This is an optimization exercise on Yosys and OpenROAD, whose aim is small area, not a production implementation.
Only simulation tests tie the RTL to the original design; equivalence was not proved.
No activity file was given, so power comes from the tool's default toggle rates.

File: flow/run.sh
#!/bin/bash
# Own layout flow: the standard synthesis, then the combinational logic
# between the (unchanged) registers is re-mapped by ABC for area, then the
# standard ORFS layout with a lighter clock tree and small port buffers.
set -euo pipefail
W=$PWD
F=$W/flow
R=$W/orfs/results/$FLOW_PLATFORM/k580vi53/base
O=$W/orfs/objects/$FLOW_PLATFORM/k580vi53/base
YOSYS=$(command -v yosys || echo /OpenROAD-flow-scripts/tools/install/yosys/bin/yosys)

# 1. standard synthesis (registers, their names and cell types come from here)
bash standard.sh synth > $W/log_synth_standard.log 2>&1
cp $R/1_2_yosys.v $W/netlist_standard.v

# 2. re-map the logic between the registers for area
export RESYN_LIB=$FLOW_HOME/platforms/$FLOW_PLATFORM/lib/sky130_fd_sc_hd__tt_025C_1v80.lib
export RESYN_DONT_USE="$(sed -n '/DONT_USE_CELLS/,/^$/p' $FLOW_HOME/platforms/$FLOW_PLATFORM/config.mk | grep -o 'sky130_fd_sc_hd__[a-z0-9_]*' | tr '\n' ' ')"
export RESYN_IN=$W/netlist_standard.v
export RESYN_CONSTR=$O/abc.constr
export RESYN_TOP=$FLOW_TOP
# deepsyn is a randomised search: run it with four seeds and keep the smallest
for s in 1 2 3 4; do
  sed "s/&deepsyn -T 60/\&deepsyn -T 60 -S $s/" $F/resyn.abc > $W/resyn_$s.abc
  RESYN_SCRIPT=$W/resyn_$s.abc RESYN_OUT=$W/netlist_resyn_$s.v $YOSYS -c $F/resyn.tcl > $W/log_resyn_$s.log 2>&1 &
done
wait
best=$(for s in 1 2 3 4; do
  a=$(grep "Chip area" $W/log_resyn_$s.log | awk '{print $NF}')
  if [[ -n "$a" && -s $W/netlist_resyn_$s.v ]]; then echo "$a $s"; fi
done | sort -g | head -1 | awk '{print $2}')
echo "resyn areas:" > $W/log_resyn_pick.log
grep -H "Chip area" $W/log_resyn_*.log >> $W/log_resyn_pick.log || true
echo "picked seed $best" >> $W/log_resyn_pick.log
cp $W/netlist_resyn_$best.v $R/1_2_yosys.v
rm -f $R/1_synth.odb $R/1_synth.sdc

# 3. layout
export CTS_ARGS="-sink_clustering_enable -repair_clock_nets -dont_use_dummy_load -buf_list sky130_fd_sc_hd__clkbuf_8 -sink_clustering_size 16 -sink_clustering_max_diameter 70"
export BUFFER_PORTS_ARGS="-buffer_cell sky130_fd_sc_hd__buf_1"
bash standard.sh finish > $W/log_layout.log 2>&1
File: flow/resyn.abc
strash
&get -n
&deepsyn -T 60
&st
&dch -f
&nf -p -R 1000 -C 32 -F 8
&put
mfs2 -a
strash
&get -n
&st
&dch -f
&nf -p -R 1000 -C 32 -F 8
&put
File: flow/resyn.tcl
yosys -import
read_liberty -ignore_miss_func $::env(RESYN_LIB)
read_verilog $::env(RESYN_IN)
hierarchy -top $::env(RESYN_TOP)
# sequential cells stay as they are; everything else becomes plain logic
set seqs [list]
foreach c {dfxtp_1 dfxtp_2 dfxtp_4 edfxtp_1 dfrtp_1 dfrtp_2 dfrtp_4 dfstp_1 dfxbp_1 edfxbp_1 sdfxtp_1 sdfxbp_1 dfbbp_1 dfrbp_1 dfsbp_1 dlxtp_1 dlxtn_1} {
  lappend seqs sky130_fd_sc_hd__$c
}
blackbox {*}$seqs
flatten
opt_clean -purge
setundef -zero
set du [list]
foreach c $::env(RESYN_DONT_USE) { lappend du -dont_use $c }
abc -liberty $::env(RESYN_LIB) {*}$du -script $::env(RESYN_SCRIPT) -constr $::env(RESYN_CONSTR) -D 10000
opt_clean -purge
hilomap -singleton -hicell sky130_fd_sc_hd__conb_1 HI -locell sky130_fd_sc_hd__conb_1 LO
splitnets
opt_clean -purge
stat -liberty $::env(RESYN_LIB)
select $::env(RESYN_TOP)
write_verilog -noattr -noexpr -nohex -nodec -selected $::env(RESYN_OUT)
File: standard.sh
#!/bin/bash
# synth_recipe.tcl (not shown) runs the flow's synth.tcl, then flattens the netlist and writes it again
# the make line also repeats each setting of config.mk as NAME=value (left out here)
make -C /OpenROAD-flow-scripts/flow DESIGN_CONFIG=/design/flow/config.mk WORK_HOME=/design/flow/orfs CLKGATE_MAP_FILE= SYNTH_SCRIPT=/design/flow/synth_recipe.tcl "${@:-finish}"
File: config.mk
export PLATFORM = sky130hd
export DESIGN_NAME = k580vi53
export DESIGN_NICKNAME = k580vi53
export VERILOG_FILES = /design/flow/design.v
export SDC_FILE = /design/flow/constraint.sdc
export NUM_CORES = 4
export LEC_CHECK = 0
export CAP_MARGIN = 20
export CORE_MARGIN = 2
export CORE_UTILIZATION = 65
export SLEW_MARGIN = 20
File: constraint.sdc
create_clock -name core_clock -period 10.0 [get_ports {clk_sys}]
set_input_delay 2.0000 -clock core_clock [delete_from_list [all_inputs] [get_ports {clk_sys}]]
set_output_delay 2.0000 -clock core_clock [all_outputs]
set_load 0.01 [all_outputs]
File: design.v
module k580vi53
(
	input        reset,
	input        clk_sys,
	input  [1:0] addr,
	input  [7:0] din,
	output [7:0] dout,
	input        wr,
	input        rd,
	input  [2:0] clk_timer,
	input  [2:0] gate,
	output [2:0] out,
	output [2:0] sound_active
);
reg       old_wr, old_rd;
reg [1:0] old_addr, old_sel;
always @(posedge clk_sys) begin
	old_wr   <= wr & ~reset;
	old_rd   <= rd & ~reset;
	old_addr <= addr;
	old_sel  <= din[7:6];
end
wire old_wr_cw = old_wr && (old_addr == 3);
wire [2:0] cw_edge, wr_edge;
wire [2:0] asel;
wire [15:0] lat0, lat1, lat2;
wire  [1:0] rs0, rs1, rs2;
genvar i;
generate
	for(i = 0; i < 3; i = i + 1) begin : ch
		assign asel[i]    = (addr == i);
		assign cw_edge[i] = wr && (addr == 3) && (din[7:6] == i) && !(old_wr_cw && (old_sel == i));
		assign wr_edge[i] = wr && asel[i] && !(old_wr && (old_addr == i));
	end
endgenerate
wire rd_edge = rd && !(old_rd && (old_addr == addr));
timer t0(reset, clk_sys, clk_timer[0], din, lat0, rs0, cw_edge[0], wr_edge[0], rd_edge && asel[0], gate[0], out[0], sound_active[0]);
timer t1(reset, clk_sys, clk_timer[1], din, lat1, rs1, cw_edge[1], wr_edge[1], rd_edge && asel[1], gate[1], out[1], sound_active[1]);
timer t2(reset, clk_sys, clk_timer[2], din, lat2, rs2, cw_edge[2], wr_edge[2], rd_edge && asel[2], gate[2], out[2], sound_active[2]);
reg qv;
always @(posedge clk_sys) qv <= !reset && rd && (addr != 3);
wire [1:0] rsq  = (old_addr == 0) ? rs0 : (old_addr == 1) ? rs1 : rs2;
wire [15:0] lq  = (old_addr == 0) ? lat0 : (old_addr == 1) ? lat1 : lat2;
assign dout = (!qv || rsq[1]) ? 8'hff : rsq[0] ? lq[15:8] : lq[7:0];
endmodule
module timer
(
	input        reset,
	input        clk_sys,
	input        clk_timer,
	input  [7:0] din,
	output [15:0] lat,
	output  [1:0] rsel,
	input        cw_edge,
	input        wr_edge,
	input        rd_edge,
	input        gate,
	output reg   out,
	output reg   sound_active
);
reg  [5:0] cw;
reg [15:0] counter;
reg [15:0] ld_count;
wire [15:0] ld_val = {ld_count[15:8] & {8{rw != 1}}, ld_count[7:0] & {8{rw != 2}}};
reg [15:0] l_counter;
reg  [7:0] ldiff;
reg        pause;
reg        stop1, stop2;
reg        msbw, msbr;
reg        latched;
wire [1:0] rw   = cw[5:4];
wire [2:0] mode = cw[3:1];
wire       bcd  = cw[0];
wire [7:0] chk;
assign chk[3:0] = (bcd && din[3:0] > 9) ? 4'd9 : din[3:0];
assign chk[7:4] = (bcd && din[7:4] > 9) ? 4'd9 : din[7:4];
wire ld_inc = wr_edge && ((rw[1] ^ rw[0]) || msbw);
assign lat  = l_counter;
assign rsel = {rw == 0, (rw == 2) || ((rw == 3) && !msbr)};
always @(posedge clk_sys) begin
	if(cw_edge) begin
		msbw <= 0;
		msbr <= 0;
		if(!din[5:4]) begin
			if(!latched) begin
				latched   <= 1;
				l_counter <= counter;
			end
		end else begin
			cw      <= {din[5:4], din[3] & ~din[2], din[2:0]};
			latched <= 0;
			stop1   <= 1;
			pause   <= 1;
		end
	end
	if(wr_edge) begin
		case(rw)
			1: begin
					ld_count[7:0] <= chk;
					stop1 <= 0;
					pause <= 0;
				end
			2: begin
					ld_count[15:8] <= chk;
					stop1 <= 0;
					pause <= 0;
				end
			default: begin
					if(msbw) ld_count[15:8] <= chk;
						else  ld_count[7:0]  <= chk;
					msbw  <= ~msbw;
					pause <= ~msbw;
					if(msbw) stop1 <= 0;
				end
		endcase
	end
	if(rd_edge) begin
		if(!latched) l_counter <= counter;
		if(latched && rw != 0 && (rw != 3 || msbr)) latched <= 0;
		msbr <= ~msbr;
	end
	if(reset) begin
		stop1   <= 1;
		cw      <= 0;
		msbw    <= 0;
		latched <= 0;
	end
end
wire        m3   = (mode[1:0] == 2'b11);
wire  [1:0] k    = (m3 && counter[0]) ? (out ? 2'd1 : 2'd3) : (m3 ? 2'd2 : 2'd1);
wire  [4:0] lo   = {1'b0, counter[3:0]} - {3'b0, k};
wire  [3:0] d0   = (bcd && lo[4]) ? lo[3:0] - 4'd6 : lo[3:0];
wire        b1   = lo[4];
wire        b2   = b1 && (counter[7:4] == 0);
wire        b3   = b2 && (counter[11:8] == 0);
wire  [3:0] d1   = !b1 ? counter[7:4]   : (counter[7:4]   == 0) ? (bcd ? 4'd9 : 4'd15) : counter[7:4]   - 1'd1;
wire  [3:0] d2   = !b2 ? counter[11:8]  : (counter[11:8]  == 0) ? (bcd ? 4'd9 : 4'd15) : counter[11:8]  - 1'd1;
wire  [3:0] d3   = !b3 ? counter[15:12] : (counter[15:12] == 0) ? (bcd ? 4'd9 : 4'd15) : counter[15:12] - 1'd1;
wire [15:0] dec  = {d3, d2, d1, d0};
wire hi_zero = (counter[15:2] == 0);
wire c_eq1 = hi_zero && (counter[1:0] == 1);
wire c_eq2 = hi_zero && (counter[1:0] == 2);
wire c_le1 = hi_zero && !counter[1];
wire c_le2 = hi_zero && (counter[1:0] != 3);
wire stop = stop1 | stop2;
reg old_gate;
reg start, count_en, m3state;
reg old_clk;
wire tedge = old_clk & ~clk_timer;
wire grise = !old_gate & gate;
always @(posedge clk_sys) begin
	old_clk <= clk_timer;
	if(tedge) begin
		stop2 <= stop1;
		old_gate <= gate;
		start <= stop2;
		sound_active <= (!mode || (mode[1:0] == 2'b11)) && !stop;
		casex(mode)
			3'b000: 	if(stop) begin out <=0; count_en <=0; end
						else begin
							if(start || ldiff != 0) begin
								counter <= ld_val;
								out <=0;
								count_en <=1;
							end else if(!pause && gate) begin
								counter <= dec;
								if(c_eq1) begin
									out <=1;
									count_en <=0;
								end
							end
						end
			3'b001: 	if(stop) begin out <=1; count_en <=0; end
						else begin
							if(grise) begin
								counter <= ld_val;
								out <=0;
								count_en <=1;
							end else begin
								counter <= dec;
								if(c_eq1 && count_en) begin
									out <=1;
									count_en <=0;
								end
							end
						end
			3'bX10: 	if(stop || !gate) out <=1;
						else begin
							if(start || grise || c_le1) begin
								counter <=ld_val;
								out <=1;
							end else begin
								counter <= dec;
								if(c_eq2) out <=0;
							end
						end
			3'bX11: 	if(stop || !gate) begin out <=1; m3state <=1; end
						else begin
							if(start || grise || c_le2) begin
								counter <=ld_val;
								out <= m3state;
								m3state <= ~m3state;
							end else begin
								counter <= dec;
							end
						end
			3'b100: 	if(stop) begin out <=1; count_en <=0; end
						else begin
							out <=1;
							if(start) begin
								counter  <=ld_val;
								count_en <=1;
							end else if(gate) begin
								counter <= dec;
								if(c_eq1 && count_en) begin
									out <=0;
									count_en <=0;
								end
							end
						end
			3'b101: 	if(stop) begin out <=1; count_en <=0; end
						else begin
							out <=1;
							if(grise) begin
								counter <=ld_val;
								count_en <=1;
							end else begin
								counter <= dec;
								if(c_eq1 && count_en) begin
									out <=0;
									count_en <=0;
								end
							end
						end
		endcase
	end
	ldiff <= (tedge ? 8'd0 : ldiff) + ld_inc;
	if(reset) begin
		old_clk <= 0;
		stop2 <= 1;
		sound_active <= 0;
		counter <= 0;
		out <= 0;
		count_en <= 0;
		m3state <= 0;
	end
end
endmodule
==> results of run 1 <==
[stage by stage]
stage          hold slack [ns]  instances  area, sq um
2_1_floorplan            0.418        965         9940
3_3_place_gp             0.425       1190        10300
3_5_place_dp             0.434       1190        10300
4_1_cts                  0.455       1208        10600
5_1_grt                  0.483       1208        10600
6_report                 0.452       1208        10600
[placed cells by master, fill, tap and decap left out, types with 8 or more instances in the layout]
cell / count
nor2_1: 75
and3_1: 16
a22o_1: 76
dfxtp_1: 124
nor4_1: 17
and2_0: 11
nand2b_1: 15
edfxtp_1: 108
buf_1: 32
nand3_1: 26
xnor2_1: 13
or2_0: 9
nor3_1: 35
clkinv_1: 18
clkbuf_8: 18
a222oi_1: 8
a21o_1: 12
nand2_1: 125
xor2_1: 13
o21ai_0: 59
a21oi_1: 81
o22ai_1: 8
nor2b_1: 23
a21boi_0: 16
[worst max path at each step]
stage,startpoint,to,cells after the start,slack [ns]
6_report,clk_timer[2],t2.counter[15],16,4.89
5_1_grt,clk_timer[2],t2.counter[14],16,4.46
4_1_cts,clk_timer[2],t2.counter[15],15,4.99
3_5_place_dp,clk_timer[2],t2.counter[15],16,4.45
3_3_place_gp,clk_timer[2],t2.counter[15],16,4.58
2_1_floorplan,clk_timer[2],t2.counter[15],14,5.07
[per-layer routing]
layer	vias to the layer above	part of all wire, %	track usage, %
met4	0	1.2	4.91
met2	305	45	44.6
li1	3781	-	-
met1	3748	46	45.0
met3	25	7.7	4.88
met5	-	0	0
[critical path: cells and delay by family]
| family | cells | cell delay (ns) |
|---|---|---|
| simple gates | 11 | 2.75 |
| xor+xnor | 1 | 0.16 |
| compound gates | 2 | 0.28 |
| buf+inv | 2 | 0.30 |
[power groups by stage]
stage	clock network [mW]	logic [mW]	registers, mW
after floorplan	0	0.0725	1.07
after global placement	0	0.106	1.08
after detailed placement	0	0.108	1.08
after CTS	0.454	0.109	1.06
after global routing	0.489	0.124	1.06
final	0.449	0.110	1.06
[cell type report]
type                    instances  area, sq um
flip-flops and latches        232         5730
repair buffers                 37          155
well taps                     188          235
multi-input cells             715         4150
inverters                      18         67.6
clock buffers                  18          248
fillers                      1198         4510
==> reports/results.txt, run 1 <==
Cell internal pwr = 1.23 mW
Post-CTS Repair Setup Buffers = 0
Port Buf Inserts = 33
Slew headroom = 27.2%
Mapped Nets = 985
Critical Path AT = 5.48 ns
Clock share of power = 27.8%
Via count = 7859
Number of global-route vias before repair = 7229
CP peak stage delay = 0.42 ns
Crit path kind = in2reg
H-tree Lvls = 1
Routed WL = 23500 um
First-pass GRT wire length = 38300 um
Cell row count = 45
RR Startpoint = t2.cw[2]
Tmin final = 5.11 ns
Final #Nets = 1042
Initial core utilization = 65.9%
Full die area = 16300 sq um
Post-cts hold buffer count = 0
Tot GR Track Use = 29.2%
WHS Endpoint = t2.counter[3]
Drt pass-1 iters = 7
DP Wirelength = 16500 um
Synth Cell Area = 9940 sq um
CTS Sinks = 232
Clock latency on the worst-skew pair = 0.51 ns
Setup ws final = 4.89 ns
Clock skew = 0.0321 ns
CTS buffer count = 18
Core box area = 15100 sq um
Status = finished clean
Initial DRC count = 668
Root buf cell = clkbuf_8
Slowest CP cell = nor3_1
Pwr per Cell Area = 153 nW/um^2
CTS tree = yes
Syn Area/Cell = 10.3 sq um
Critical Path RT = 10.37 ns
Clock Tree Buf Depth = 3
CP Capture Type = register
GRT Residual Overflow = 0
Antenna-violating nets left = 0
Switching pwr = 0.387 mW
# IOs = 34
Wire length per cell = 19.4 um
Remaining DRCs = 0
Crit-path max FO = 10
RSZ-0062 raised after global routing = no
Final Util = 70.1%
Crit-path cells = buf_1 -> nand2b_1 -> clkinv_1 -> nand2_1 -> nor2_1 -> o21ai_0 -> nand2b_1 -> or2_0 -> nand2b_1 -> nor3_1 -> nand2_1 -> nor3_1 -> nand2_1 -> nor3_1 -> xnor2_1 -> o21ai_0
Tot Pwr = 1.62 mW
Worst r2r path cells = 15
Pre-CTS WS = 4.45 ns
Worst-margin pin slew = 1.09 ns
Worst-path clk slew = 0.10 ns
# Max-Cap Violations = 0
Crit start category = input pin
Worst R2R Setup Slack = 5.96 ns
Placer Congestion = 0.911
Peak VDD IR = 0.116 mV
Layout cells sized above 1 = 2.35%
Final worst-path cycle share = 51.1%
Final setup violation count = 0
Hold Fails Final Rpt = 0
Worst hold path type = reg2reg
Via-per-instance ratio = 6.51
Reg-to-Reg End = t2.counter[15]
Die Y = 128 um
Largest net degree at the start of global routing = 47
Syn Inst Count = 965
Cells on Worst Hold Path = 1
Sequential share of power = 65.4%
LEAKAGE = 3.74 nW
Final TNS setup = 0 ns
Area growth syn-to-layout = 6.44%
Fmax = 0.196 GHz
Die width = 128 um
PostCTS Resize Cnt = 0
Hold path start = t2.ld_count[3]
Sw Share = 24.0%
Final Max Slew Viols = 0
Ys Warns = 2
Combinational share of power = 6.8%
Initial antenna violation count = 0
# diodes = 0
==> inputs of run 2 (changes only) <==
--- a/design.v
+++ b/design.v
@@ -38,6 +38,5 @@
 timer t1(reset, clk_sys, clk_timer[1], din, lat1, rs1, cw_edge[1], wr_edge[1], rd_edge && asel[1], gate[1], out[1], sound_active[1]);
 timer t2(reset, clk_sys, clk_timer[2], din, lat2, rs2, cw_edge[2], wr_edge[2], rd_edge && asel[2], gate[2], out[2], sound_active[2]);
-reg qv;
-always @(posedge clk_sys) qv <= !reset && rd && (addr != 3);
+wire qv = old_rd && (old_addr != 3);
 wire [1:0] rsq  = (old_addr == 0) ? rs0 : (old_addr == 1) ? rs1 : rs2;
 wire [15:0] lq  = (old_addr == 0) ? lat0 : (old_addr == 1) ? lat1 : lat2;
==> run 2 against run 1 <==
Compared with the run above: still clean on timing, DRC and antenna; utilization is 1.1 points higher; cell area is 1.4% lower; sequential share of layout area is 0.58 points higher; synthesized cell count is 3.0% lower; maximum frequency is 2.6% higher; clock skew hardly changed; register-to-register slack worse by 0.26 ns; routed wire length is 3.7% higher; worst hold slack worse by 0.0036 ns; largest power group unchanged.
==> reports/results.txt, run 2 <==
Status = finished clean
Via count = 7911
Slew headroom = 25.7%
Clock latency on the worst-skew pair = 0.52 ns
Antenna-violating nets left = 0
H-tree Lvls = 1
Via-per-instance ratio = 6.73
Tot Pwr = 1.58 mW
Syn Inst Count = 936
Area growth syn-to-layout = 6.56%
Initial core utilization = 66.9%
Initial antenna violation count = 0
Crit path kind = in2reg
Root buf cell = clkbuf_8
Critical Path RT = 10.47 ns
Cell row count = 44
Full die area = 16100 sq um
CTS tree = yes
Final worst-path cycle share = 49.8%
Final Max Slew Viols = 0
Die Y = 127 um
Tot GR Track Use = 30.1%
CP Capture Type = register
Number of global-route vias before repair = 7341
Final TNS setup = 0 ns
Synth Cell Area = 9790 sq um
Post-cts hold buffer count = 0
Worst r2r path cells = 16
Most frequent cells in the layout = dfxtp_1, edfxtp_1, nand2_1, nor2_1, a22o_1
Remaining DRCs = 0
# IOs = 34
Clock skew = 0.0320 ns
Routed WL = 24300 um
Critical Path AT = 5.45 ns
Crit-path max FO = 9
Port Buf Inserts = 33
Setup ws final = 5.02 ns
First-pass GRT wire length = 38600 um
Final Util = 71.2%
Crit start category = input pin
PostCTS Resize Cnt = 0
Largest net degree at the start of global routing = 51
Ys Warns = 2
Commonest non-fill, non-tap cell in the layout = dfxtp_1
LEAKAGE = 3.74 nW
Tmin final = 4.98 ns
Worst-path clk slew = 0.11 ns
GRT Residual Overflow = 0
Core box area = 14600 sq um
Cells on Worst Hold Path = 2
# Max-Cap Violations = 0
Fillers = 1084
Min Hold Slack = 0.449 ns
Mapped Nets = 956
Layout cells sized above 1 = 2.42%
Pwr per Cell Area = 152 nW/um^2
Post-CTS Repair Setup Buffers = 0
Peak VDD IR = 0.140 mV
Syn Area/Cell = 10.5 sq um
Hold Fails Final Rpt = 0
Worst hold path type = reg2reg
Worst-margin pin slew = 1.11 ns
CTS Sinks = 231
Die width = 127 um
DP Wirelength = 17500 um
Initial DRC count = 896
CTS buffer count = 18
Clock Tree Buf Depth = 3
Fmax = 0.201 GHz
Pre-CTS WS = 4.57 ns
Final #Nets = 1014
# diodes = 0
RSZ-0062 raised after global routing = no
Wire length per cell = 20.7 um
Placer Congestion = 0.891
Drt pass-1 iters = 5
Final setup violation count = 0
## run 2: area by class of cell
| cell class | count | area (sq um) | area share [%] |
|---|---|---|---|
| multi-input combinational | 690 | 4030 | 38.6 |
| tap | 184 | 230 | 2.21 |
| sequential | 231 | 5710 | 54.7 |
| clock buffer | 18 | 248 | 2.37 |
| timing repair buffer | 38 | 163 | 1.56 |
| inverter | 15 | 56.3 | 0.540 |
## run 2: path summary, 6_finish.rpt
path,start,endpoint,slack [ns]
max,clk_timer[1],t1.counter[14],5.02
min,t2.ld_count[0],t2.counter[0],0.45
max reg2reg,t1.cw[2],t1.counter[14],5.70
min reg2reg,t2.ld_count[0],t2.counter[0],0.45
## run 2: routing by layer
layer / share of wire, % / up-vias / global-route usage, %
li1: - / 3670 / -
met1: 44 / 3770 / 44.9
met2: 45 / 416 / 47.2
met3: 9.1 / 55 / 4.26
met4: 2.5 / 0 / 7.30
met5: 0 / - / 0
## run 2: report_power, final
part | leakage [nW] | switching (mW) | internal (mW)
registers | 2.00 | 0.0224 | 1.02
logic | 1.60 | 0.0647 | 0.0294
clock network | 0.129 | 0.287 | 0.163
total | 3.74 | 0.374 | 1.21
## run 2: per-stage QoR
| step | instances | instance area, sq um |
|---|---|---|
| final | 1176 | 10400 |
| after global routing | 1176 | 10400 |
| after CTS | 1175 | 10400 |
| after detailed placement | 1157 | 10200 |
| after global placement | 1157 | 10200 |
| after floorplan | 936 | 9790 |
## run 2: worst max-delay path: stages
cell and delay, ns:
buf_1 0.08, nand2b_1 0.27, a21oi_1 0.23, o211ai_1 0.17, nand2b_1 0.21, or2_0 0.28
nor3_1 0.55, nand3_1 0.30, nor3_1 0.37, nand2_1 0.15, or2_0 0.27, nor2_1 0.20
xor2_1 0.22, a22o_1 0.15
==> inputs of run 3 (changes only) <==
--- a/flow/run.sh
+++ b/flow/run.sh
@@ -20,11 +20,14 @@
 export RESYN_CONSTR=$O/abc.constr
 export RESYN_TOP=$FLOW_TOP
-# deepsyn is a randomised search: run it with four seeds and keep the smallest
-for s in 1 2 3 4; do
+# deepsyn is a randomised search: run it with twelve seeds, four at a time,
+# and keep the smallest result
+SEEDS="1 2 3 4 5 6 7 8 9 10 11 12"
+for s in $SEEDS; do
   sed "s/&deepsyn -T 60/\&deepsyn -T 60 -S $s/" $F/resyn.abc > $W/resyn_$s.abc
   RESYN_SCRIPT=$W/resyn_$s.abc RESYN_OUT=$W/netlist_resyn_$s.v $YOSYS -c $F/resyn.tcl > $W/log_resyn_$s.log 2>&1 &
+  if (( s % 4 == 0 )); then wait; fi
 done
 wait
-best=$(for s in 1 2 3 4; do
+best=$(for s in $SEEDS; do
   a=$(grep "Chip area" $W/log_resyn_$s.log | awk '{print $NF}')
   if [[ -n "$a" && -s $W/netlist_resyn_$s.v ]]; then echo "$a $s"; fi
==> run 3 against run 2 <==
Compared with the run above: still clean on timing, DRC and antenna; power is 0.61% lower; register-to-register slack about the same; global-route usage is 0.51 points lower; synthesized area is 0.43% higher; critical path depth decreased by 2; sequential power barely moved; synthesized cell count grew 1.2%; worst hold slack got worse by 0.0088 ns; routed wire length down 2.1%; non-clock buffer count decreased by 2; die area rose by 0.42%; largest power group unchanged; highest routed layer unchanged.
==> reports/results.txt, run 3 <==
Status = finished clean
Via count = 7978
Initial core utilization = 67.1%
Max Used Layer = met4
Critical Path RT = 10.41 ns
Met3 routed WL = 2050 um
Hold path start = t1.ld_count[11]
Full die area = 16100 sq um
CTS tree = yes
Synth Cell Area = 9830 sq um
Sequential Area = 5710 sq um
Final TNS setup = 0 ns
WHS Endpoint = t1.counter[11]
Critical Path AT = 5.47 ns
Slew headroom = 28.4%
Layout cells sized above 1 = 2.40%
Placer Congestion = 0.929
Die width = 127 um
Largest net degree at the start of global routing = 38
Clock skew = 0.0381 ns
Post-CTS Repair Setup Buffers = 0
# diodes = 0
WL met2 = 10600 um
Combinational share of power = 5.7%
Peak VDD IR = 0.149 mV
Cell internal pwr = 1.21 mW
Initial antenna violation count = 0
Multi-input logic area = 4060 sq um
Worst-path clk slew = 0.10 ns
DP Wirelength = 17300 um
M1 WL = 10600 um
Antenna-violating nets left = 0
Switching pwr = 0.367 mW
Wire length per cell = 20.1 um
Tot GR Track Use = 29.6%
Crit-path max FO = 9
GRT Residual Overflow = 0
Design area = 10500 sq um
Worst r2r path cells = 14
Final Max Slew Viols = 0
Sw Share = 23.3%
Reg-to-Reg End = t1.counter[15]
Final non-filler cell total = 1185
Pre-CTS WS = 4.54 ns
RSZ-0062 raised after global routing = no
Pwr per Cell Area = 150 nW/um^2
Fillers = 1060
Via-per-instance ratio = 6.73
Clock latency on the worst-skew pair = 0.53 ns
Final #Nets = 1023
RR Startpoint = t1.ldiff[6]
Tmin final = 5.05 ns
Initial DRC count = 764
Sequential share of power = 66.0%
Hold Fails Final Rpt = 0
Cells after DPL = 1166
Worst-margin pin slew = 1.07 ns
CP peak stage delay = 0.57 ns
Setup ws final = 4.95 ns
# IOs = 34
LEAKAGE = 3.69 nW
Syn Inst Count = 947
Worst R2R Setup Slack = 5.70 ns
Crit-path cells = buf_1 -> nand2b_1 -> a21oi_1 -> nand3_1 -> or3_1 -> nor4b_1 -> nand2_1 -> nor3_1 -> nand2_1 -> nor4_1 -> nand2_1 -> a22o_1
Area growth syn-to-layout = 6.43%
Die Y = 127 um
Post-cts hold buffer count = 0
Syn Area/Cell = 10.4 sq um
Cell Area, Placed = 10200 sq um
Delay-heaviest family, CP = simple AND/OR/NAND/NOR gates
Crit start category = input pin
PostCTS Resize Cnt = 0
Root buf cell = clkbuf_8
Drt pass-1 iters = 6
Ys Warns = 2
Most frequent cell on the critical path = nand2_1
Fmax = 0.198 GHz
H-tree Lvls = 1
Worst path bufs/invs = 1
Remaining DRCs = 0
Cells on Worst Hold Path = 1
# Max-Cap Violations = 0
Clock share of power = 28.3%
Worst hold path type = reg2reg
Min Hold Slack = 0.440 ns
Crit path kind = in2reg
Mapped Nets = 967
Cell row count = 44
Clock Tree Buf Depth = 3
CTS buffer count = 18
Final setup violation count = 0
CP Capture Type = register
Routed WL = 23800 um
CTS Sinks = 231
Commonest non-fill, non-tap cell in the layout = dfxtp_1
Number of global-route vias before repair = 7322
Slowest CP cell = nor4b_1
Port Buf Inserts = 33
First-pass GRT wire length = 38100 um
Most frequent cells in the layout = dfxtp_1, nand2_1, edfxtp_1, nor2_1, a22o_1
Core box area = 14600 sq um
Final worst-path cycle share = 50.5%
[run 3: cell types whose count changed in the layout (fill, tap and decap cells not counted), sizes merged, moves of 5 or more]
cell,before,now
nor3,42,33
o211ai,9,4
nor2,94,84
nand2,106,111
o21ai,38,56
a22o,80,73
nor2b,23,29
[run 3: worst max-delay path by stage]
stage                          end  cells past startpoint    startpoint  slack, ns
floorplan           t1.counter[15]                     11  clk_timer[1]       5.15
global placement    t1.counter[15]                     12  clk_timer[1]       4.73
detailed placement  t1.counter[15]                     12  clk_timer[1]       4.54
CTS                 t1.counter[15]                     12  clk_timer[1]       5.08
global route        t1.counter[15]                     12  clk_timer[1]       4.56
finish              t1.counter[15]                     12  clk_timer[1]       4.95
[run 3: stage by stage]
step / util (%) / total power [mW]
2_1_floorplan: - / 1.11
3_3_place_gp: 69.7 / 1.14
3_5_place_dp: 69.7 / 1.15
4_1_cts: 71.4 / 1.58
5_1_grt: 71.5 / 1.62
6_report: 71.5 / 1.57
[run 3: worst reg2reg max path: cells and delay by family (launching register included)]
| family | cells | cell delay [ns] |
|---|---|---|
| and+or+nand+nor | 11 | 3.06 |
| AOI/OAI and AO/OA | 3 | 0.73 |
| DFF | 1 | 0.41 |
[run 3: final cells by class]
class                   instances  area share (%)
flip-flops and latches        231            54.5
multi-input cells             697            38.8
clock buffers                  18            2.37
well taps                     184            2.20
repair buffers                 36            1.41
inverters                      19           0.681
[run 3: power groups by stage]
stage                     registers (mW)  clock network [mW]  logic (mW)
after CTS                           1.04               0.449      0.0878
after floorplan                     1.05                   0      0.0556
after global routing                1.04               0.481      0.0992
after global placement              1.06                   0      0.0831
final                               1.04               0.446      0.0897
after detailed placement            1.06                   0      0.0874
[run 3: routing by layer]
layer | track usage (%) | up-vias
li1 | - | 3685
met1 | 44.2 | 3810
met2 | 45.8 | 420
met3 | 4.44 | 63
met4 | 8.21 | 0
met5 | 0 | -

-- port drivers added, routing unchanged --
Ports are ideal in the flow. The routed layouts listed here were re-timed in OpenROAD. Step 1 (the two cells are an assumption about what drives the block):
set clk [get_ports {clk_sys}]
set_driving_cell -lib_cell sky130_fd_sc_hd__clkbuf_16 $clk
set_driving_cell -lib_cell sky130_fd_sc_hd__buf_2 [delete_from_list [all_inputs] $clk]
Step 2 adds t to the input delays and takes it off the output delays; t is the mean of the earliest and latest rising clock arrival at the registers after step 1. Input paths then give back, and output paths get back, about the clock's delay inside the block. a / b / c = ideal ports / drivers / drivers and shift; a / b = the first two.
run	t, ns	setup WS [ns]	latest minus earliest clock arrival (ns)	pins driven straight from the clock port
run 1	0.533	4.886 / 4.903 / 4.370	0.032 / 0.032	1
run 2	0.550	5.016 / 5.041 / 4.491	0.032 / 0.032	1
run 3	0.551	4.947 / 4.965 / 4.414	0.039 / 0.038	1
After both steps setup and hold are still met in every run listed. For run 3, which loses most, drivers alone change the setup slack by +0.018 ns; drivers and shift together by -0.533 ns.
